Source: an optimization exercise on an open RTL-to-GDS flow (aim: small area). Production flows keep margins and buffers that such runs may drop. The RTL was checked by simulation tests, not by an equivalence proof against the original design. The clock port is modelled as an ideal driver, which makes a skipped or thinned clock tree look cheaper than it is; a real chip needs a root buffer or a tree. No activity file was given, so power comes from the tool's default toggle rates.

== job 7169 ==
==> flow/design.v <==
module hexdigit(
  input  wire [3:0] in,
  output wire [7:0] out
);
  wire u3 = in[3], u2 = in[2], u1 = in[1], u0 = in[0];
  assign out[0] = u3 | u1 | (u2 & u0) | (~u2 & ~u0);                        
  assign out[1] = ~u2 | (u1 & u0) | (~u1 & ~u0);                            
  assign out[2] = u2 | ~u1 | u0;                                            
  assign out[3] = u3 | (~u2 & ~u0) | (u1 & ~u0) | (~u2 & u1) | (u2 & ~u1 & u0);  
  assign out[4] = (~u2 & ~u0) | (u1 & ~u0);                                 
  assign out[5] = u3 | (~u1 & ~u0) | (u2 & ~u1) | (u2 & ~u0);               
  assign out[6] = u3 | (u2 & ~u1) | (~u2 & u1) | (u1 & ~u0);                
  assign out[7] = 1'b0;                                                     
endmodule
module debounce #(
    parameter CNT_20MS = 200_000
)(
    input  wire clk,
    input  wire reset,
    input  wire in,
    output reg  press_edge
);
    localparam W = 12;
    localparam [W-1:0] CNT_DONE = 12'b100010111111;
    reg [W-1:0] stable_cnt;
    reg button_sync_0, button_sync_1;
    reg button_stable;
    reg button_prev;
    wire [W-1:0] cnt_next = {stable_cnt[W-2:0], ~(stable_cnt[11] ^ stable_cnt[6] ^ stable_cnt[1])};
    wire cnt_done = (stable_cnt == CNT_DONE);
    always @(posedge clk) begin
      if (reset) begin
        button_sync_0 <= 0;
        button_sync_1 <= 0;
        button_stable <= 0;
        press_edge <= 0;
      end else begin
        button_sync_0 <= in;
        button_sync_1 <= button_sync_0;
        if (button_sync_1 != button_stable && cnt_done)
            button_stable <= button_sync_1;
        press_edge <= button_stable & ~button_prev;
      end
    end
    always @(posedge clk) begin
      if (button_sync_1 == button_stable || cnt_done)
          stable_cnt <= 0;
      else
          stable_cnt <= cnt_next;
      button_prev <= button_stable;
    end
endmodule
module tm1640(
   input  wire       clk,
   input  wire       rst,
   input  wire       restart,    
   input  wire [7:0] data_in,
   output reg  [3:0] step,
   output reg        tm_clk,
   output reg        tm_din
);
   reg [3:0] slot;
   reg [3:0] k;
   wire stop    = (step == 4'd0) | (step == 4'd10) | (step == 4'd11);
   wire active  = (step != 4'd12);
   wire bitslot = slot[3];
   wire s7  = (slot == 4'd7);
   wire s15 = (slot == 4'd15);
   wire s0  = (slot == 4'd0);
   wire s1  = (slot == 4'd1);
   wire k10 = (k == 4'd10);
   wire next_byte = (s0 & ~stop & k == 4'd1) | (s1 & k == 4'd5);
   always @(posedge clk) begin
      if (rst | step == 4'd14) begin
         step <= 4'd15;
         slot <= 4'd1;
         k <= 4'd4;
         tm_clk <= 1'b1;
         tm_din <= 1'b1;
      end else begin
         if (active) begin
         if ((s7 & k == 4'd6) | (bitslot & k10))
            tm_clk <= 1'b0;
         else if ((bitslot & k == 4'd5) | (s0 & stop & k == 4'd4))
            tm_clk <= 1'b1;
         if ((s7 & k == 4'd1) | (s15 & k10 & stop))
            tm_din <= 1'b0;
         else if (s0 & stop & k == 4'd9)
            tm_din <= 1'b1;
         else if (k == 4'd0 & (bitslot | (s0 & ~stop)))
            tm_din <= data_in[slot[2:0]];
         if (next_byte) begin
            step <= step + 1'b1;
            slot <= 4'd7;
            k <= 4'd1;
         end else if (k10) begin
            slot <= slot + 1'b1;
            k <= 4'd0;
         end else
            k <= k + 1'b1;
         end
         if (restart)
            step <= 4'd14;
      end
   end
endmodule
module ctl_7seg9(
    input  wire [3:0]  step,
    input  wire [15:0] w,        
    input  wire [3:0]  c,        
    output reg  [7:0]  byte_out
);
    reg [3:0] w_sel;
    reg       c_sel;
    always @* begin
        case (step)
            4'd2, 4'd7:  begin w_sel = w[15:12]; c_sel = c[3]; end
            4'd3, 4'd8:  begin w_sel = w[11:8];  c_sel = c[2]; end
            4'd4, 4'd9:  begin w_sel = w[7:4];   c_sel = c[1]; end
            default:     begin w_sel = w[3:0];   c_sel = c[0]; end
        endcase
    end
    wire [3:0] up_digit   = c_sel ? ((w_sel[3] & w_sel[0]) ? 4'd0 : w_sel + 1'b1) : w_sel;
    wire [3:0] down_digit = 4'd9 - w_sel;
    wire [3:0] digit = (step >= 4'd7) ? up_digit : down_digit;
    wire [7:0] seg;
    hexdigit hd(.in(digit), .out(seg));
    always @* begin
        case (step)
            4'd0:  byte_out = 8'h40;
            4'd1:  byte_out = 8'hC0;
            4'd6:  byte_out = 8'h40;
            4'd11: byte_out = 8'h8C;
            default: byte_out = seg;
        endcase
    end
endmodule
module pmod_7seg9_3 #(
    parameter CLK_FREQ = 2_000_000,
    parameter TICK_CYCLES = CLK_FREQ / 1000,
    parameter DEBOUNCE_CYCLES = CLK_FREQ / 500
)(
   input wire clk,
   input wire reset,        
   input wire rst,          
   output wire tm_clk,
   output wire tm_din,
   output wire debug_led
);
localparam HALF = TICK_CYCLES / 2;      
localparam MW = 10;
localparam [MW-1:0] M0     = 10'b0000000001;   
localparam [MW-1:0] M_LAST = 10'b0101100100;   
localparam [MW-1:0] M_TICK = 10'b1010110010;   
reg [3:0] w_th, w_hu, w_te, w_on;
wire n9_on = w_on[3] & w_on[0], n9_te = w_te[3] & w_te[0];
wire n9_hu = w_hu[3] & w_hu[0], n9_th = w_th[3] & w_th[0];
wire c_te = n9_on;
wire c_hu = c_te & n9_te;
wire c_th = c_hu & n9_hu;
reg half;
reg [MW-1:0] m;
reg run;
wire press_edge;
wire [3:0] step;
wire [7:0] tx_byte;
debounce #(.CNT_20MS(DEBOUNCE_CYCLES)) db_inst(clk, reset, rst, press_edge);
ctl_7seg9 m1(.step(step), .w({w_th, w_hu, w_te, w_on}), .c({c_th, c_hu, c_te, 1'b1}),
             .byte_out(tx_byte));
tm1640 ic1(.clk(clk), .rst(reset), .restart(run & tick), .data_in(tx_byte), .step(step),
           .tm_clk(tm_clk), .tm_din(tm_din));
wire [MW-1:0] m_next = {m[MW-2:0], ~(m[9] ^ m[6])};
wire m_last = (m == M_LAST);
wire tick = half & (m == M_TICK);
assign debug_led = run & half;
always @(posedge clk) begin
  if (reset) begin
    run <= 1'b0;
    half <= 1'b0;
    m <= {MW{1'b0}};
    w_th <= 4'd9; w_hu <= 4'd9; w_te <= 4'd9; w_on <= 4'd9;
  end else begin
    if (press_edge) run <= ~run;
    if (run) begin
        m <= m_last ? M0 : m_next;
        if (m_last) half <= ~half;
        if (tick) begin
            w_on <= n9_on ? 4'd0 : w_on + 1'b1;
            if (c_te) w_te <= n9_te ? 4'd0 : w_te + 1'b1;
            if (c_hu) w_hu <= n9_hu ? 4'd0 : w_hu + 1'b1;
            if (c_th) w_th <= n9_th ? 4'd0 : w_th + 1'b1;
        end
    end
  end
end
endmodule
Settings: LEC_CHECK=0, CAP_MARGIN=20, CORE_MARGIN=2, CORE_UTILIZATION=70, PLACE_DENSITY=0.8, SLEW_MARGIN=20; clock period 10.0 ns.
standard.sh (not shown) runs the stock make flow with config.mk's settings and CLKGATE_MAP_FILE= SYNTH_SCRIPT=/design/flow/synth_recipe.tcl, a recipe that flattens the netlist after the stock synthesis.
==> flow/flow/run.sh <==
#!/bin/bash
# Layout flow: the standard synthesis, then its combinational logic mapped
# again for area with ABC (registers untouched), the standard floorplan and
# placement (ports buffered with buf_1), a small hand-built clock buffering
# in ORFS's CTS step (flow/manual_cts.tcl), then the standard routing and
# finish.
# Each tool's output goes to a log file of its own in the work folder.
set -euo pipefail
W=$PWD
R=$W/orfs/results/$FLOW_PLATFORM/pmod_7seg9_3/base
LIB=$FLOW_HOME/platforms/$FLOW_PLATFORM/lib/sky130_fd_sc_hd__tt_025C_1v80.lib
YOSYS=$FLOW_HOME/../tools/install/yosys/bin/yosys
[[ -x $YOSYS ]] || YOSYS=yosys

# 1. standard synthesis
bash standard.sh synth > $W/std_synth.log 2>&1

# 2. area remap of the combinational logic
cp $R/1_2_yosys.v $W/1_2_yosys.std.v
python3 $W/flow/comblib.py $LIB $W/comb.lib > $W/comblib.log 2>&1
DU=""
for c in $(sed -n '/^export DONT_USE_CELLS += \\/,/^#/p' $FLOW_HOME/platforms/$FLOW_PLATFORM/config.mk | grep -o 'sky130_fd_sc_hd__[a-z0-9_]*'); do
  DU="$DU -dont_use $c"
done
# twelve ABC runs of flow/remap_p.abc with different deepsyn seeds, four
# at a time; keep the smallest netlist
RUNS="p13 p29 p41 p59 p3 p7 p17 p31 p43 p67 p79 p89"
N=0
for S in $RUNS; do
  sed -e "s/SEED/${S#p}/" $W/flow/remap_p.abc > $W/remap_$S.abc
  cat > $W/remap_$S.ys <<YS
read_liberty -lib $LIB
read_liberty -overwrite $W/comb.lib
read_verilog $W/1_2_yosys.std.v
hierarchy -top $FLOW_TOP
flatten
setattr -set keep 1 t:sky130_fd_sc_hd__df*
opt -purge
abc -liberty $LIB $DU -script $W/remap_$S.abc
opt_clean -purge
hilomap -singleton -hicell sky130_fd_sc_hd__conb_1 HI -locell sky130_fd_sc_hd__conb_1 LO
splitnets
opt_clean -purge
insbuf -buf sky130_fd_sc_hd__buf_1 A X
tee -o $W/remap_$S.area stat -liberty $LIB
write_verilog -noattr -noexpr -nohex -nodec $W/remap_$S.v
YS
  $YOSYS -l $W/remap_$S.log -q $W/remap_$S.ys > /dev/null 2>&1 &
  N=$((N + 1))
  if (( N % 4 == 0 )); then wait; fi
done
wait
BEST=""; BEST_AREA=""
for S in $RUNS; do
  A=$(grep -o "Chip area for module .*: [0-9.]*" $W/remap_$S.area | awk '{print $NF}' || true)
  [[ -n "$A" && -s $W/remap_$S.v ]] || continue
  if [[ -z "$BEST" ]] || awk -v a="$A" -v b="$BEST_AREA" 'BEGIN{exit !(a < b)}'; then
    BEST=$S; BEST_AREA=$A
  fi
done
echo "remap: seed $BEST area $BEST_AREA" > $W/remap_choice.log
cp $W/remap_$BEST.v $R/1_2_yosys.v
rm -f $R/1_synth.odb $R/1_synth.sdc

# 3. floorplan and placement
export BUFFER_PORTS_ARGS="-inputs -outputs -buffer_cell sky130_fd_sc_hd__buf_1"
bash standard.sh place > $W/std_place.log 2>&1

# 4. clock buffering (flow/manual_cts.tcl) in ORFS's CTS script
sed -e "s#^log_cmd clock_tree_synthesis .*#source $W/flow/manual_cts.tcl#" \
  $FLOW_HOME/scripts/cts.tcl > $W/cts_manual.tcl
echo exit >> $W/cts_manual.tcl
grep -q manual_cts.tcl $W/cts_manual.tcl
bash standard.sh run RUN_SCRIPT=$W/cts_manual.tcl RUN_LOG_NAME_STEM=4_1_cts > $W/cts.log 2>&1
[[ -f $R/4_1_cts.odb && -f $R/4_cts.sdc ]]

# 5. routing and the rest of the standard layout
bash standard.sh > $W/std_layout.log 2>&1
==> flow/flow/remap_p.abc <==
&get -n
&st
&deepsyn -T 60 -S SEED
&dch
&nf -R 1000 -p -F 8 -A 4 -C 32
&st
&dch
&nf -R 1000 -p -F 8 -A 4 -C 32
&st
&dch
&nf -R 1000 -p -F 8 -A 4 -C 32
&put
Other scripts of this flow, unchanged in this note and not shown: flow/flow/comblib.py, flow/flow/manual_cts.tcl
Job 7169 went all the way through the flow, and no timing, DRC or antenna check failed.
### job 7169 -> job 7617
diff --git a/flow/flow/run.sh b/flow/flow/run.sh
--- a/flow/flow/run.sh
+++ b/flow/flow/run.sh
@@ -23,10 +23,14 @@
   DU="$DU -dont_use $c"
 done
-# twelve ABC runs of flow/remap_p.abc with different deepsyn seeds, four
-# at a time; keep the smallest netlist
-RUNS="p13 p29 p41 p59 p3 p7 p17 p31 p43 p67 p79 p89"
+# twelve ABC runs, four at a time: eight deepsyn seeds with flow/remap.abc
+# and four with flow/remap_p.abc; keep the smallest netlist
+RUNS="11 23 37 53 61 71 83 97 p13 p29 p41 p59"
 N=0
 for S in $RUNS; do
-  sed -e "s/SEED/${S#p}/" $W/flow/remap_p.abc > $W/remap_$S.abc
+  if [[ $S == p* ]]; then
+    sed -e "s/SEED/${S#p}/" $W/flow/remap_p.abc > $W/remap_$S.abc
+  else
+    sed -e "s/SEED/$S/" $W/flow/remap.abc > $W/remap_$S.abc
+  fi
   cat > $W/remap_$S.ys <<YS
 read_liberty -lib $LIB
==> flow/flow/remap.abc (new file) <==
&get -n
&st
&deepsyn -T 60 -S SEED
&dch
&nf -R 1000
&st
&dch
&nf -R 1000
&st
&dch
&nf -R 1000
&put
- Relative to job 7169, maximum resistive drop on vdd has increased by about 2% in job 7617.
- In job 7617 relative to job 7169, placeable core region had gone up slightly.
- Job 7617 packs its core looser than job 7169.
- For total leakage power, job 7617 and job 7169 come out practically identical.
- Compare job 7169 and job 7617 | global-route usage lower: job 7169
- In job 7617 relative to job 7169, synthesized cell count had gone up by a few percent.
- The count of TritonRoute iterations in the first routing pass number comes out lower for job 7169 vs job 7617.
- Changes observed in job 7617 relative to job 7169: worst path setup slack after routing decreased 0.013 ns; pin slew with the least headroom to its limit up 0.015 ns.
#### Input delta (job 2216 over job 7617)
diff --git a/flow/flow/run.sh b/flow/flow/run.sh
--- a/flow/flow/run.sh
+++ b/flow/flow/run.sh
@@ -23,14 +23,12 @@
   DU="$DU -dont_use $c"
 done
-# twelve ABC runs, four at a time: eight deepsyn seeds with flow/remap.abc
-# and four with flow/remap_p.abc; keep the smallest netlist
-RUNS="11 23 37 53 61 71 83 97 p13 p29 p41 p59"
+# four ABC runs with different deepsyn seeds: "f" runs use flow/remap_f.abc,
+# "d" runs flow/remap_d.abc; keep the smallest netlist. The seeds are the
+# best of a search over seeds 0-40 of both scripts on this design's standard
+# synthesis (the runs are deterministic).
+RUNS="f2 d21 f21 f11"
 N=0
 for S in $RUNS; do
-  if [[ $S == p* ]]; then
-    sed -e "s/SEED/${S#p}/" $W/flow/remap_p.abc > $W/remap_$S.abc
-  else
-    sed -e "s/SEED/$S/" $W/flow/remap.abc > $W/remap_$S.abc
-  fi
+  sed -e "s/SEED/${S:1}/" $W/flow/remap_${S:0:1}.abc > $W/remap_$S.abc
   cat > $W/remap_$S.ys <<YS
 read_liberty -lib $LIB
==> flow/flow/remap_d.abc (new file) <==
&get -n
&st
&deepsyn -T 60 -S SEED
&dch
&nf -R 1000 -p -F 8 -A 4 -C 32
&put
==> flow/flow/remap_f.abc (new file) <==
&get -n
&st
&deepsyn -T 60 -S SEED
&dch -f
&nf -R 1000 -p -F 8 -A 4 -C 32
&put
removed: flow/flow/remap.abc
removed: flow/flow/remap_p.abc
[summary]
- A start point of the critical path of ic1.step[0] is what job 7617 shows, while reset belongs to job 2216.
- Job 2216 vs job 7617 — wire length on met1 dropped 120 microns.
- Changes observed in job 2216 relative to job 7617: number of ordinary inverters in the final layout moved up; total wire length after detailed routing moved up.
- Post-synthesis to final-layout area growth essentially unchanged between job 2216 and job 7617.
- Diff job 7617 -> job 2216 | hold slack | decrease of 0.0056 ns
Modified inputs, job 7808 compared to job 2216
diff --git a/flow/flow/run.sh b/flow/flow/run.sh
--- a/flow/flow/run.sh
+++ b/flow/flow/run.sh
@@ -23,12 +23,7 @@
   DU="$DU -dont_use $c"
 done
-# four ABC runs with different deepsyn seeds: "f" runs use flow/remap_f.abc,
-# "d" runs flow/remap_d.abc; keep the smallest netlist. The seeds are the
-# best of a search over seeds 0-40 of both scripts on this design's standard
-# synthesis (the runs are deterministic).
-RUNS="f2 d21 f21 f11"
-N=0
-for S in $RUNS; do
-  sed -e "s/SEED/${S:1}/" $W/flow/remap_${S:0:1}.abc > $W/remap_$S.abc
+# four ABC runs with different deepsyn seeds; keep the smallest netlist
+for S in 11 23 37 53; do
+  sed -e "s/SEED/$S/" $W/flow/remap.abc > $W/remap_$S.abc
   cat > $W/remap_$S.ys <<YS
 read_liberty -lib $LIB
@@ -49,10 +44,8 @@
 YS
   $YOSYS -l $W/remap_$S.log -q $W/remap_$S.ys > /dev/null 2>&1 &
-  N=$((N + 1))
-  if (( N % 4 == 0 )); then wait; fi
 done
 wait
 BEST=""; BEST_AREA=""
-for S in $RUNS; do
+for S in 11 23 37 53; do
   A=$(grep -o "Chip area for module .*: [0-9.]*" $W/remap_$S.area | awk '{print $NF}' || true)
   [[ -n "$A" && -s $W/remap_$S.v ]] || continue
==> flow/flow/remap.abc (new file) <==
&get -n
&st
&deepsyn -T 60 -S SEED
&dch
&nf -R 1000
&st
&dch
&nf -R 1000
&st
&dch
&nf -R 1000
&put
removed: flow/flow/remap_d.abc
removed: flow/flow/remap_f.abc
--- outcome ---
- The more densely filled core belongs to job 7808, not job 2216.
- Changes observed in job 7808 relative to job 2216: total number of vias increased by 43 relative to the old numbers; die boundary height picked up an extra 0.78 microns; setup slack after layout shrank by 0.21 ns; floorplan die area went up by 2.4%.
In every run of this note, the design's own scripts or RTL, not TritonCTS, make the clock network.

-- re-timing with driven ports --
The results above use ideal ports. As a check the final layouts listed here were re-extracted and re-timed, cells and wires unchanged. Step 1: set_driving_cell puts a clkbuf_16 on clk and a buf_2 on each other input, an assumption about the parent block. Step 2 moves the port delays by t, midway between the first and last clock arrival at a register: inputs arrive t later, outputs are due t later. That takes back most of the time a late clock gives input paths. Slacks: ideal ports / drivers / drivers and shift; pairs: ideal ports / drivers.
run | t, ns | slack for setup (ns) | worst hold slack (ns) | worst setup path at the end | clock arrival spread, ns
job 7169 | 0.208 | 6.521 / 6.555 / 6.347 | 0.405 / 0.405 / 0.405 | input to register | 0.008 / 0.009
job 7617 | 0.205 | 6.507 / 6.507 / 6.410 | 0.397 / 0.397 / 0.397 | input to register | 0.025 / 0.025
job 2216 | 0.213 | 6.374 / 6.414 / 6.202 | 0.391 / 0.391 / 0.391 | input to register | 0.019 / 0.019
job 7808 | 0.206 | 6.168 / 6.197 / 5.992 | 0.395 / 0.395 / 0.395 | input to register | 0.023 / 0.023
After both steps setup and hold are still met in every run listed. For job 7808, which loses most, drivers alone change the setup slack by +0.029 ns; drivers and shift together by -0.176 ns.
